Background: an optimization exercise with open tools, aiming at small area and a short achievable clock period. Do not read the settings as production practice. RTL that was checked went through simulation tests only; none was proved equivalent to the original. No activity file was given, so power comes from the tool's default toggle rates.

// tinyalu
module tinyalu (
	input  [7:0]  A,
	input  [7:0]  B,
	input  [2:0]  op,
	input         clk,
	input         reset_n,
	input         start,
	output        done,
	output [15:0] result
);
Settings: LEC_CHECK=0, ABC_CLOCK_PERIOD_IN_PS=4000, CAP_MARGIN=20, CORE_MARGIN=2, CORE_UTILIZATION=40, SETUP_SLACK_MARGIN=1.2, SLEW_MARGIN=20; clock period 4.2 ns.
run.sh (not shown) runs the stock make flow with config.mk's settings and CLKGATE_MAP_FILE= SYNTH_SCRIPT=/design/flow/synth_recipe.tcl, a recipe that flattens the netlist after the stock synthesis.
Next try:
==> flow/flow/run.sh (new file) <==
#!/bin/bash
# Standard layout, except: ports buffered with buf_1, and full adders left to ABC
# (no extract_fa into sky130 fa/ha cells).
export BUFFER_PORTS_ARGS="-buffer_cell sky130_fd_sc_hd__buf_1"
export ADDER_MAP_FILE=
bash standard.sh > standard.log 2>&1
==> flow/standard.sh (new file) <==
#!/bin/bash
# synth_recipe.tcl (not shown) runs the flow's synth.tcl, then flattens the netlist and writes it again
# the make line also repeats each setting of config.mk as NAME=value (left out here)
make -C /OpenROAD-flow-scripts/flow DESIGN_CONFIG=/design/flow/config.mk WORK_HOME=/design/flow/orfs CLKGATE_MAP_FILE= SYNTH_SCRIPT=/design/flow/synth_recipe.tcl "${@:-finish}"
Settings changed: ABC_CLOCK_PERIOD_IN_PS 4000 to 2600, SETUP_SLACK_MARGIN 1.2 to 1.6.
removed: flow/run.sh
Effect: Synthesized area came out higher by a few percent; via count climbs by about a fifth; non-clock buffer count increases by 15; wire length rose by about a fifth; worst hold slack got worse by 0.0069 ns; combinational power rises by a quarter to a third.
Next try:
==> flow/run.sh (new file) <==
#!/bin/bash
# synth_recipe.tcl (not shown) runs the flow's synth.tcl, then flattens the netlist and writes it again
# the make line also repeats each setting of config.mk as NAME=value (left out here)
make -C /OpenROAD-flow-scripts/flow DESIGN_CONFIG=/design/flow/config.mk WORK_HOME=/design/flow/orfs CLKGATE_MAP_FILE= SYNTH_SCRIPT=/design/flow/synth_recipe.tcl finish
Settings changed: ABC_CLOCK_PERIOD_IN_PS 2600 to 3600.
removed: flow/flow/run.sh
removed: flow/standard.sh
After rerunning: The new run completed without violations. Final area is lower slightly. Synthesized area fell by a few percent. Power decreases by a few percent. Routed wire length falls by roughly a tenth.
Next try:
==> flow/flow/run.sh (new file) <==
#!/bin/bash
# Standard layout, except: ports buffered with buf_1, and full adders left to ABC
# (no extract_fa into sky130 fa/ha cells).
export BUFFER_PORTS_ARGS="-buffer_cell sky130_fd_sc_hd__buf_1"
export ADDER_MAP_FILE=
bash standard.sh > standard.log 2>&1
==> flow/standard.sh (new file) <==
#!/bin/bash
# synth_recipe.tcl (not shown) runs the flow's synth.tcl, then flattens the netlist and writes it again
# the make line also repeats each setting of config.mk as NAME=value (left out here)
make -C /OpenROAD-flow-scripts/flow DESIGN_CONFIG=/design/flow/config.mk WORK_HOME=/design/flow/orfs CLKGATE_MAP_FILE= SYNTH_SCRIPT=/design/flow/synth_recipe.tcl "${@:-finish}"
Settings changed: ABC_CLOCK_PERIOD_IN_PS 3600 to 2000, CTS_BUF_LIST set to sky130_fd_sc_hd__clkbuf_8, SETUP_SLACK_MARGIN 1.6 to 1.7.
removed: flow/run.sh
After rerunning: Total power came out lower by about 8%; combinational power came out higher by about 24%; critical path depth came out higher by 3; first-iteration DRC count came out higher by 29%; flip-flop and latch count stays the same; setup slack is worse by 0.026 ns; final area came out higher by about 4%; global-route usage came out higher by 0.49 points; sequential share of layout area came out lower by 1.6 points.
Next try:
Settings changed: ABC_CLOCK_PERIOD_IN_PS 2000 to 1500.
The new run completed with no timing, DRC or antenna violations.
Cell count stays the same.
Clock-buffer cell count stays the same.
Setup slack does not change.
No functional check of the RTL was part of any run of this note.

========
Another version of the RTL of tinyalu (not shown whole).
Size: ~530 cells after synthesis, about 91 flip-flops.
==> flow/config.mk <==
export PLATFORM = sky130hd
export DESIGN_NAME = tinyalu
export DESIGN_NICKNAME = tinyalu
export VERILOG_FILES = /design/flow/design.v
export SDC_FILE = /design/flow/constraint.sdc
export NUM_CORES = 4
export LEC_CHECK = 0
export CAP_MARGIN = 20
export CORE_MARGIN = 2
export CORE_UTILIZATION = 40
export CTS_BUF_LIST = sky130_fd_sc_hd__clkbuf_8
export SETUP_SLACK_MARGIN = 1.55
export SLEW_MARGIN = 20
export SYNTH_HIERARCHICAL = 1
==> flow/constraint.sdc <==
create_clock -name core_clock -period 4.2 [get_ports {clk}]
set_input_delay 0.8400 -clock core_clock [delete_from_list [all_inputs] [get_ports {clk}]]
set_output_delay 0.8400 -clock core_clock [all_outputs]
set_load 0.01 [all_outputs]
standard.sh (not shown) runs the stock make flow with config.mk's settings and CLKGATE_MAP_FILE= SYNTH_SCRIPT=/design/flow/synth_recipe.tcl, a recipe that flattens the netlist after the stock synthesis.
==> flow/flow/run.sh <==
#!/bin/bash
# Layout flow: the standard flow (standard.sh, ORFS) with these changes only:
#  - the ports are buffered with sky130_fd_sc_hd__buf_1 (BUFFER_PORTS_ARGS);
#  - synthesis does not extract full/half adders into fa/ha cells (ADDER_MAP_FILE
#    empty), so ABC maps the adders;
#  - CTS without dummy loads (CTS_ARGS);
#  - ABC maps module alu_add with ORFS's speed script and the rest of the design
#    with flow/abc_area_d.script (delay-oriented mapping with area recovery).
# Synthesis is otherwise the standard flow's own script (synth_recipe.tcl: synth -nofsm -noshare,
# flatten, rename), so the registers are the standard synthesis's.
set -euo pipefail
W=$PWD
F=$W/flow
python3 $F/patch_synth.py "$FLOW_HOME/scripts/synth.tcl" $W/synth_my.tcl > patch.log 2>&1
sed "s#^source \$::env(SCRIPTS_DIR)/synth.tcl#source $W/synth_my.tcl#" synth_recipe.tcl > synth_recipe_my.tcl
grep -q "^source $W/synth_my.tcl" synth_recipe_my.tcl
sed "s#SYNTH_SCRIPT=[^ ]*synth_recipe.tcl#SYNTH_SCRIPT=$W/synth_recipe_my.tcl#" standard.sh > standard_my.sh
grep -q "SYNTH_SCRIPT=$W/synth_recipe_my.tcl" standard_my.sh
export BUFFER_PORTS_ARGS="-buffer_cell sky130_fd_sc_hd__buf_1"
export ADDER_MAP_FILE=
export MY_ABC_SCRIPT=$F/abc_area_d.script
export MY_ABC_SPEED_MODULES=alu_add
# clock tree: CTS with clkbuf_8 and without dummy loads
export CTS_ARGS="-sink_clustering_enable -repair_clock_nets -buf_list sky130_fd_sc_hd__clkbuf_8 -dont_use_dummy_load"
bash standard_my.sh > standard.log 2>&1
==> flow/flow/abc_area_d.script <==
strash
&get -n
&fraig -x
&put
scorr
dc2
dretime
strash
&get -n
&dch -f
&nf {D}
&put
buffer -c
topo
stime -c
upsize -c {D}
dnsize -c {D}
==> flow/flow/patch_synth.py <==
#!/usr/bin/env python3
"""Write a copy of ORFS's synth.tcl (argv[1]) to argv[2] in which the ABC mapping
step maps the modules in MY_ABC_SPEED_MODULES with ORFS's own script and the rest
with the script MY_ABC_SCRIPT. Nothing else in synthesis changes."""
import sys
src = open(sys.argv[1]).read()
old = "  log_cmd abc {*}$abc_args\n"
new = """  if { [info exists ::env(MY_ABC_SPEED_MODULES)] } {
    foreach m $::env(MY_ABC_SPEED_MODULES) { log_cmd abc {*}$abc_args $m }
  }
  log_cmd abc {*}[lreplace $abc_args 1 1 $::env(MY_ABC_SCRIPT)]
"""
assert src.count(old) == 1, "abc call not found in synth.tcl"
open(sys.argv[2], "w").write(src.replace(old, new))
The starting point completed with no timing, DRC or antenna violations.
Rerun with:
--- a/flow/flow/run.sh
+++ b/flow/flow/run.sh
@@ -5,3 +5,2 @@
 #    empty), so ABC maps the adders;
-#  - CTS without dummy loads (CTS_ARGS);
 #  - ABC maps module alu_add with ORFS's speed script and the rest of the design
@@ -22,4 +21,3 @@
 export MY_ABC_SPEED_MODULES=alu_add
-# clock tree: CTS with clkbuf_8 and without dummy loads
-export CTS_ARGS="-sink_clustering_enable -repair_clock_nets -buf_list sky130_fd_sc_hd__clkbuf_8 -dont_use_dummy_load"
+export RECOVER_POWER=100
 bash standard_my.sh > standard.log 2>&1
--- a/flow/config.mk
+++ b/flow/config.mk
@@ -11,3 +11,3 @@
 export CTS_BUF_LIST = sky130_fd_sc_hd__clkbuf_8
-export SETUP_SLACK_MARGIN = 1.55
+export SETUP_SLACK_MARGIN = 1.7
 export SLEW_MARGIN = 20
Outcome: The new run produced a layout that fails on max-capacitance violations, max-slew violations. Final area grows by 2.5%. Core utilization grows by 1.1 points. Clock-buffer cell count is unchanged. Sequential power is about the same.
Rerun with:
--- a/flow/flow/run.sh
+++ b/flow/flow/run.sh
@@ -21,3 +21,4 @@
 export MY_ABC_SPEED_MODULES=alu_add
-export RECOVER_POWER=100
+# clock tree: CTS with clkbuf_8 and without dummy loads
+export CTS_ARGS="-sink_clustering_enable -repair_clock_nets -buf_list sky130_fd_sc_hd__clkbuf_8 -dont_use_dummy_load"
 bash standard_my.sh > standard.log 2>&1
==> flow/flow/abc_area_d.script (replaced) <==
strash
&get -n
&fraig -x
&put
scorr
dc2
dretime
strash
&get -n
&dch -f
&nf {D}
&put
Effect: The new run finished clean; die area shrinks by 3.5%; flip-flop and latch count is unchanged; clock power shrinks by 29%; global-route usage grows by 0.36 points; cell count is unchanged; worst hold slack hardly moves.
Rerun with:
--- a/flow/flow/run.sh
+++ b/flow/flow/run.sh
@@ -22,3 +22,3 @@
 # clock tree: CTS with clkbuf_8 and without dummy loads
-export CTS_ARGS="-sink_clustering_enable -repair_clock_nets -buf_list sky130_fd_sc_hd__clkbuf_8 -dont_use_dummy_load"
+export CTS_ARGS="-sink_clustering_enable -repair_clock_nets -buf_list {sky130_fd_sc_hd__clkbuf_4 sky130_fd_sc_hd__clkbuf_8} -dont_use_dummy_load"
 bash standard_my.sh > standard.log 2>&1
==> flow/flow/abc_area_d.script (replaced) <==
strash
&get -n
&fraig -x
&put
scorr
dc2
dretime
strash
&get -n
&dch -f
&nf {D}
&put
buffer -c
topo
stime -c
upsize -c {D}
dnsize -c {D}
--- a/flow/config.mk
+++ b/flow/config.mk
@@ -11,3 +11,3 @@
 export CTS_BUF_LIST = sky130_fd_sc_hd__clkbuf_8
-export SETUP_SLACK_MARGIN = 1.7
+export SETUP_SLACK_MARGIN = 1.6
 export SLEW_MARGIN = 20
Result: Design area decreases by 3.3%; wire length shrinks by 6.3%; utilization drops by 2.3 points; setup slack loses 0.017 ns; clock power hardly moves; power decreases by 0.62%.
Rerun with:
--- a/flow/flow/run.sh
+++ b/flow/flow/run.sh
@@ -22,3 +22,3 @@
 # clock tree: CTS with clkbuf_8 and without dummy loads
-export CTS_ARGS="-sink_clustering_enable -repair_clock_nets -buf_list {sky130_fd_sc_hd__clkbuf_4 sky130_fd_sc_hd__clkbuf_8} -dont_use_dummy_load"
+export CTS_ARGS="-sink_clustering_enable -repair_clock_nets -buf_list sky130_fd_sc_hd__clkbuf_8 -dont_use_dummy_load"
 bash standard_my.sh > standard.log 2>&1
=> Final cell count stays the same. Setup slack stays the same. Via count does not change. Combinational power is about the same. Core utilization does not change. Worst hold slack stays the same. Power stays the same. Cell area is unchanged.
Rerun with:
==> flow/flow/run.sh (replaced) <==
#!/bin/bash
# Standard layout, except: ports buffered with buf_1, and full adders left to ABC
# (no extract_fa into sky130 fa/ha cells).
export BUFFER_PORTS_ARGS="-buffer_cell sky130_fd_sc_hd__buf_1"
export ADDER_MAP_FILE=
bash standard.sh > standard.log 2>&1
--- a/flow/config.mk
+++ b/flow/config.mk
@@ -9,5 +9,6 @@
 export CORE_MARGIN = 2
-export CORE_UTILIZATION = 40
+export CORE_UTILIZATION = 60
 export CTS_BUF_LIST = sky130_fd_sc_hd__clkbuf_8
-export SETUP_SLACK_MARGIN = 1.6
+export PLACE_DENSITY = 0.75
+export SETUP_SLACK_MARGIN = 1.7
 export SLEW_MARGIN = 20
removed: flow/flow/abc_area_d.script
removed: flow/flow/patch_synth.py
=> Final area increases by 6.4%; first-iteration DRC count goes down by 29%; die area came out lower by 28%; cell count shrinks by 0.53%; global-route usage rose by 7.7 points.

==> afterwards: timing with drivers on the ports <==
How much do the figures lean on ideal ports? The routed layouts below were timed once more, with nothing changed but the port constraints. Step 1 (the two cells are an assumption about what drives the block):
set clk [get_ports {clk}]
set_driving_cell -lib_cell sky130_fd_sc_hd__clkbuf_16 $clk
set_driving_cell -lib_cell sky130_fd_sc_hd__buf_2 [delete_from_list [all_inputs] $clk]
Step 2 moves the port delays by t, midway between the first and last clock arrival at a register: inputs arrive t later, outputs are due t later. That takes back most of the time a late clock gives input paths. Three values: ideal, step 1, step 2; two values: the first two.
run	t, ns	setup WS [ns]	worst setup path at the end	cell pins on the clock port's net
the first run of note 1	0.377	1.083 / 1.083 / 0.983	input to register	1
the second run of note 1	0.373	1.229 / 1.231 / 0.857	input to register	1
the third run of note 1	0.376	1.260 / 1.260 / 1.260	register to register	1
the fourth run of note 1	0.394	1.234 / 1.231 / 0.837	input to register	1
the fifth run of note 1	0.394	1.234 / 1.231 / 0.837	input to register	1
the first run of note 2	0.381	1.686 / 1.663 / 1.478	input to register	1
the second run of note 2	0.388	1.141 / 1.149 / 0.761	input to register	1
the third run of note 2	0.374	1.704 / 1.677 / 1.448	input to register	1
the fourth run of note 2	0.383	1.686 / 1.664 / 1.495	input to register	1
the fifth run of note 2	0.383	1.686 / 1.664 / 1.495	input to register	1
the sixth run of note 2	0.370	1.646 / 1.646 / 1.558	input to register	1
